This design comes from an exercise in tuning for small area and a short achievable clock period on the open sky130 flow, not from production work.
At most, simulation tests tie the RTL to the original design; equivalence was not proved.

== job 5364 ==
==> flow/design.v (excerpt) <==
module gte_unr_divide (
   input  wire        clk,
   input  wire        reset,
   input  wire        trigger,
   input  wire [15:0] lhs,
   input  wire [15:0] rhs,
   output reg  [16:0] result,
   output reg         div_error
);
Settings: LEC_CHECK=0, CAP_MARGIN=20, CORE_MARGIN=2, CORE_UTILIZATION=65, CTS_CLUSTER_DIAMETER=100, CTS_CLUSTER_SIZE=25, SETUP_SLACK_MARGIN=4.5, SLEW_MARGIN=20; clock period 8.0 ns.
standard.sh (not shown) runs the stock make flow with config.mk's settings and CLKGATE_MAP_FILE= SYNTH_SCRIPT=/design/flow/synth_recipe.tcl, a recipe that flattens the netlist after the stock synthesis.
==> flow/flow/run.sh <==
#!/bin/bash
set -euo pipefail
bash standard.sh "BUFFER_PORTS_ARGS=-buffer_cell sky130_fd_sc_hd__buf_2" finish > standard_make.log 2>&1
Job 5364: all stages complete, timing, DRC and antenna checks passed
The following lists how job 8351 was set up differently from job 5364:
Settings: swapping 65 for 70 in CORE_UTILIZATION; putting PLACE_DENSITY at 0.8 where nothing was set; swapping 25 for 30 in CTS_CLUSTER_SIZE.
==> flow/run.sh (new file) <==
#!/bin/bash
# synth_recipe.tcl (not shown) runs the flow's synth.tcl, then flattens the netlist and writes it again
# the make line also repeats each setting of config.mk as NAME=value (left out here)
make -C /OpenROAD-flow-scripts/flow DESIGN_CONFIG=/design/flow/config.mk WORK_HOME=/design/flow/orfs CLKGATE_MAP_FILE= SYNTH_SCRIPT=/design/flow/synth_recipe.tcl finish
removed: flow/flow/run.sh
removed: flow/standard.sh
### Flow results
Job 8351 reached the final stage; the timing, DRC and antenna checks on its layout passed.
Measured against job 5364, the count of cells resized by post-cts repair of job 8351 comes out at 2.9 times the reference value.
In job 8351 relative to job 5364, area of the core had gone down by a little under 10%.
Looking at clock buffer count from CTS across job 5364 and job 8351, the one that comes out lower is job 8351.
For job 6335, these inputs were changed with respect to job 8351:
Settings: a deleted PLACE_DENSITY that had been 0.8; a change of CTS_CLUSTER_SIZE from 30 to 25; a change of CORE_UTILIZATION from 70 to 65.
==> run notes <==
Compared to job 8351, job 6335 leaves more free space in the core. dlygate4sd2_1 as the slowest stage cell on the critical path was reported by job 6335, and dfxtp_2 by job 8351. Job 8351 ended up with r6a_cy$_DFF_P_ as its last element of the critical path; job 6335 ended up with dp1[14]$_DFF_P_. From job 8351 to job 6335 the numbers moved as follows: H-tree depth reported by CTS has remained practically unchanged, highest clock frequency the design can meet now larger. reg -> reg as the critical path class was reported by job 8351, and in -> reg by job 6335. Re layout-stage area growth over the synthesis result: job 6335 is 0.30 points down on job 8351.
Function was not checked in any run of this note: the RTL went through the layout flow alone.

Another version of the RTL of gte_unr_divide (not shown whole).
Size in the first run: roughly 2,400 cells after synthesis, about 320 flip-flops, roughly 53 I/O pins, about 22,000 um^2 of cells after synthesis.
clock: 8.0 ns
lec_check: 0
cap_margin: 20
core_margin: 2
core_utilization: 40
setup_slack_margin: 4.5
slew_margin: 20
run.sh (not shown) runs the stock make flow with config.mk's settings and CLKGATE_MAP_FILE= SYNTH_SCRIPT=/design/flow/synth_recipe.tcl, a recipe that flattens the netlist after the stock synthesis.
Stock flow here: none of the scripts above is used.
The starting point passed the timing, DRC and antenna checks.
Change:
--- a/flow/config.mk
+++ b/flow/config.mk
@@ -11 +10,0 @@
-export SETUP_SLACK_MARGIN = 4.5
Via count went down slightly.
Final area went down by a few percent.
Hold slack gets better by 0.031 ns.
Wire length decreases slightly.
Cell count shrinks slightly.
Die area does not change.
Sequential share of layout area came out higher by 0.63 points.
Clock-buffer cell count stays the same.
Register-to-register slack loses 0.69 ns.
Change:
--- a/flow/config.mk
+++ b/flow/config.mk
@@ -10 +10,4 @@
-export CORE_UTILIZATION = 40
+export CORE_UTILIZATION = 65
+export CTS_CLUSTER_DIAMETER = 100
+export CTS_CLUSTER_SIZE = 25
+export SETUP_SLACK_MARGIN = 4.5
Clock-buffer cell count fell by 28.
Die area fell by well over a third.
Fmax rose by about a fifth.
Change:
--- a/flow/config.mk
+++ b/flow/config.mk
@@ -10,4 +10,2 @@
-export CORE_UTILIZATION = 65
-export CTS_CLUSTER_DIAMETER = 100
-export CTS_CLUSTER_SIZE = 25
-export SETUP_SLACK_MARGIN = 4.5
+export CORE_UTILIZATION = 40
+export SETUP_SLACK_MARGIN = 5
What happened: Clock-buffer cell count went up by 26; first-iteration DRC count came out lower by a quarter to a third; routed wire length goes up by roughly a tenth; setup slack gets better by 0.12 ns; maximum frequency grows by a few percent; final area came out higher by about a fifth.

== raven ==
Another version of the RTL of gte_unr_divide (not shown whole).
For scale: about 2,300 cells after synthesis, ~310 flip-flops, roughly 22,000 µm² of cells after synthesis.
export LEC_CHECK = 0
export CAP_MARGIN = 20
export CORE_MARGIN = 2
export CORE_UTILIZATION = 65
export CTS_CLUSTER_DIAMETER = 100
export CTS_CLUSTER_SIZE = 25
export SETUP_SLACK_MARGIN = 4.5
export SLEW_MARGIN = 20
create_clock -name core_clock -period 8.0 [get_ports {clk}]
standard.sh (not shown) runs the stock make flow with config.mk's settings and CLKGATE_MAP_FILE= SYNTH_SCRIPT=/design/flow/synth_recipe.tcl, a recipe that flattens the netlist after the stock synthesis.
==> flow/flow/run.sh <==
#!/bin/bash
set -euo pipefail
bash standard.sh "BUFFER_PORTS_ARGS=-buffer_cell sky130_fd_sc_hd__buf_2" finish > standard_make.log 2>&1
> inputs changed (raven -> juniper)
==> flow/run.sh (new file) <==
#!/bin/bash
# synth_recipe.tcl (not shown) runs the flow's synth.tcl, then flattens the netlist and writes it again
# the make line also repeats each setting of config.mk as NAME=value (left out here)
make -C /OpenROAD-flow-scripts/flow DESIGN_CONFIG=/design/flow/config.mk WORK_HOME=/design/flow/orfs CLKGATE_MAP_FILE= SYNTH_SCRIPT=/design/flow/synth_recipe.tcl finish
removed: flow/flow/run.sh
removed: flow/standard.sh
### Flow results
juniper ended up with a higher clock tree buffer count of the final layout than raven did.
Reg-to-reg setup timing slack in juniper is 0.03 ns above raven.
Post-synthesis instance area: juniper vs raven identical
Summary — critical path depth, juniper relative to raven: lower, by 5.
Looking at utilization, juniper sits 1.6 points above raven.
Final area: lower on raven
Changes observed in juniper relative to raven: global-route total usage across every layer rose 0.60 points, final critical-path setup slack went up, actual transition at the worst max-transition pin increased 0.032 ns.
rhs[14] as the launching instance or port of the critical path was reported by juniper, and r4a_10_26$_DFF_P_ by raven.
juniper has non-clock buffer count above what raven had.
diff inputs: juniper => pepper
==> flow/flow/run.sh (new file) <==
#!/bin/bash
set -euo pipefail
bash standard.sh "BUFFER_PORTS_ARGS=-buffer_cell sky130_fd_sc_hd__buf_2" finish > standard_make.log 2>&1
==> flow/standard.sh (new file) <==
#!/bin/bash
# synth_recipe.tcl (not shown) runs the flow's synth.tcl, then flattens the netlist and writes it again
# the make line also repeats each setting of config.mk as NAME=value (left out here)
make -C /OpenROAD-flow-scripts/flow DESIGN_CONFIG=/design/flow/config.mk WORK_HOME=/design/flow/orfs CLKGATE_MAP_FILE= SYNTH_SCRIPT=/design/flow/synth_recipe.tcl "${@:-finish}"
-- flow/config.mk --
<<< juniper, line 13
export SETUP_SLACK_MARGIN = 4.5
>>> pepper, line 13
export SETUP_SLACK_MARGIN = 4.0
removed: flow/run.sh
--- outcome ---
pepper: sequential fraction of total cell area is 0.94 points higher than what juniper reported. Of juniper and pepper, the lower half-perimeter wire length after detailed placement belongs to pepper. Max freq juniper -> pepper: degraded. reg -> reg as the type of the worst setup path was reported by pepper, and in -> reg by juniper. Max total global routing track utilization across juniper and pepper: juniper. Total of max-cap violations: pepper vs juniper identical. The standard cells in pepper occupy less silicon area than those in juniper do.

## job 5717
gte_unr_divide, a different RTL version from the one above (not shown whole).
For scale: ~2300 cells after synthesis.
Settings: LEC_CHECK=0, CAP_MARGIN=20, CORE_MARGIN=2, CORE_UTILIZATION=65, CTS_CLUSTER_DIAMETER=100, CTS_CLUSTER_SIZE=25, SETUP_SLACK_MARGIN=4.6, SLEW_MARGIN=20, TNS_END_PERCENT=5; clock period 8.0 ns.
==> flow/flow/run.sh <==
#!/bin/bash
set -euo pipefail
bash standard.sh "BUFFER_PORTS_ARGS=-buffer_cell sky130_fd_sc_hd__buf_2" finish > standard_make.log 2>&1
Input-level comparison between job 1151 and job 5717:
# job 5717
export LEC_CHECK = 0
export CAP_MARGIN = 20
export CORE_MARGIN = 2
export CORE_UTILIZATION = 65
export CTS_CLUSTER_DIAMETER = 100
export CTS_CLUSTER_SIZE = 25
export SETUP_SLACK_MARGIN = 4.6
export SLEW_MARGIN = 20
export TNS_END_PERCENT = 5
create_clock -name core_clock -period 8.0 [get_ports {clk}]
# job 1151
export LEC_CHECK = 0
export CAP_MARGIN = 20
export CORE_MARGIN = 2
export CORE_UTILIZATION = 65
export CTS_CLUSTER_DIAMETER = 100
export CTS_CLUSTER_SIZE = 25
export SETUP_SLACK_MARGIN = 4.5
export SLEW_MARGIN = 20
create_clock -name core_clock -period 8.0 [get_ports {clk}]
- Job 1151 finished all stages; the layout is clean.
- Slowest cell on the critical path: sky130_fd_sc_hd__fa_1 -> job 1151, sky130_fd_sc_hd__dfxtp_1 -> job 5717
- Diff job 5717 -> job 1151: total instance count after detailed placement level, maximum clock frequency now larger.
- Job 1151: weighted congestion reported at the end of routability-driven placement is 0.015 lower than what job 5717 reported.
- From job 5717 to job 1151 the numbers moved as follows: post-layout net count ~0 delta, sum of buffers and inverters on the critical path grew by 1.
### job 1151 -> job 8709
# job 1151
export LEC_CHECK = 0
export CAP_MARGIN = 20
export CORE_MARGIN = 2
export CORE_UTILIZATION = 65
export CTS_CLUSTER_DIAMETER = 100
export CTS_CLUSTER_SIZE = 25
export SETUP_SLACK_MARGIN = 4.5
export SLEW_MARGIN = 20
create_clock -name core_clock -period 8.0 [get_ports {clk}]
# job 8709
export LEC_CHECK = 0
export CAP_MARGIN = 20
export CORE_MARGIN = 2
export CORE_UTILIZATION = 65
export CTS_CLUSTER_DIAMETER = 100
export CTS_CLUSTER_SIZE = 25
export SETUP_SLACK_MARGIN = 4.6
export SLEW_MARGIN = 20
create_clock -name core_clock -period 8.0 [get_ports {clk}]
Notes after the runs:
Lower combined global-route utilization of all metal layers goes to job 8709 over job 1151.
Re arrival time at the worst endpoint: job 8709 and job 1151 aren't equal, and the higher value belongs to job 1151.
Job 8709 vs. job 1151: number of clock-tree buffers in the layout went up by 1.

-- re-timing with driven ports --
The results above use ideal ports. As a check the final layouts listed here were re-extracted and re-timed, cells and wires unchanged.
Step 1: set_driving_cell puts a clkbuf_16 on clk and a buf_2 on each other input, an assumption about the parent block.
Step 2, shift: input delay + t, output delay - t, t = (earliest + latest rising clock arrival at the registers) / 2. This alone moves slack from input paths to output paths.
Slacks: no drivers / after step 1 / after step 2; pairs: no drivers / after step 1.
| run | shift t [ns] | setup slack, ns | worst slew at a driven data input, ns |
|---|---|---|---|
| job 5364 | 0.569 | 4.589 / 4.589 / 4.087 | 0.04 |
| job 8351 | 0.566 | 4.480 / 4.480 / 4.043 | 0.04 |
| job 6335 | 0.577 | 4.568 / 4.609 / 4.032 | 0.04 |
| the first run of note 2 | 0.609 | 4.539 / 4.567 / 3.958 | 0.04 |
| the second run of note 2 | 0.605 | 3.785 / 3.819 / 3.214 | 0.06 |
| the third run of note 2 | 0.565 | 4.529 / 4.529 / 4.039 | 0.04 |
| the fourth run of note 2 | 0.600 | 4.646 / 4.646 / 4.282 | 0.06 |
| raven | 0.555 | 4.578 / 4.578 / 4.088 | 0.03 |
| juniper | 0.559 | 4.582 / 4.609 / 4.058 | 0.04 |
| pepper | 0.553 | 4.218 / 4.218 / 3.787 | 0.03 |
| job 5717 | 0.559 | 4.551 / 4.551 / 4.179 | 0.03 |
| job 1151 | 0.563 | 4.605 / 4.605 / 4.186 | 0.05 |
| job 8709 | 0.565 | 4.670 / 4.670 / 4.168 | 0.03 |
After both steps setup and hold are still met in every run listed. For the first run of note 2, which loses most, drivers alone change the setup slack by +0.028 ns; drivers and shift together by -0.581 ns.
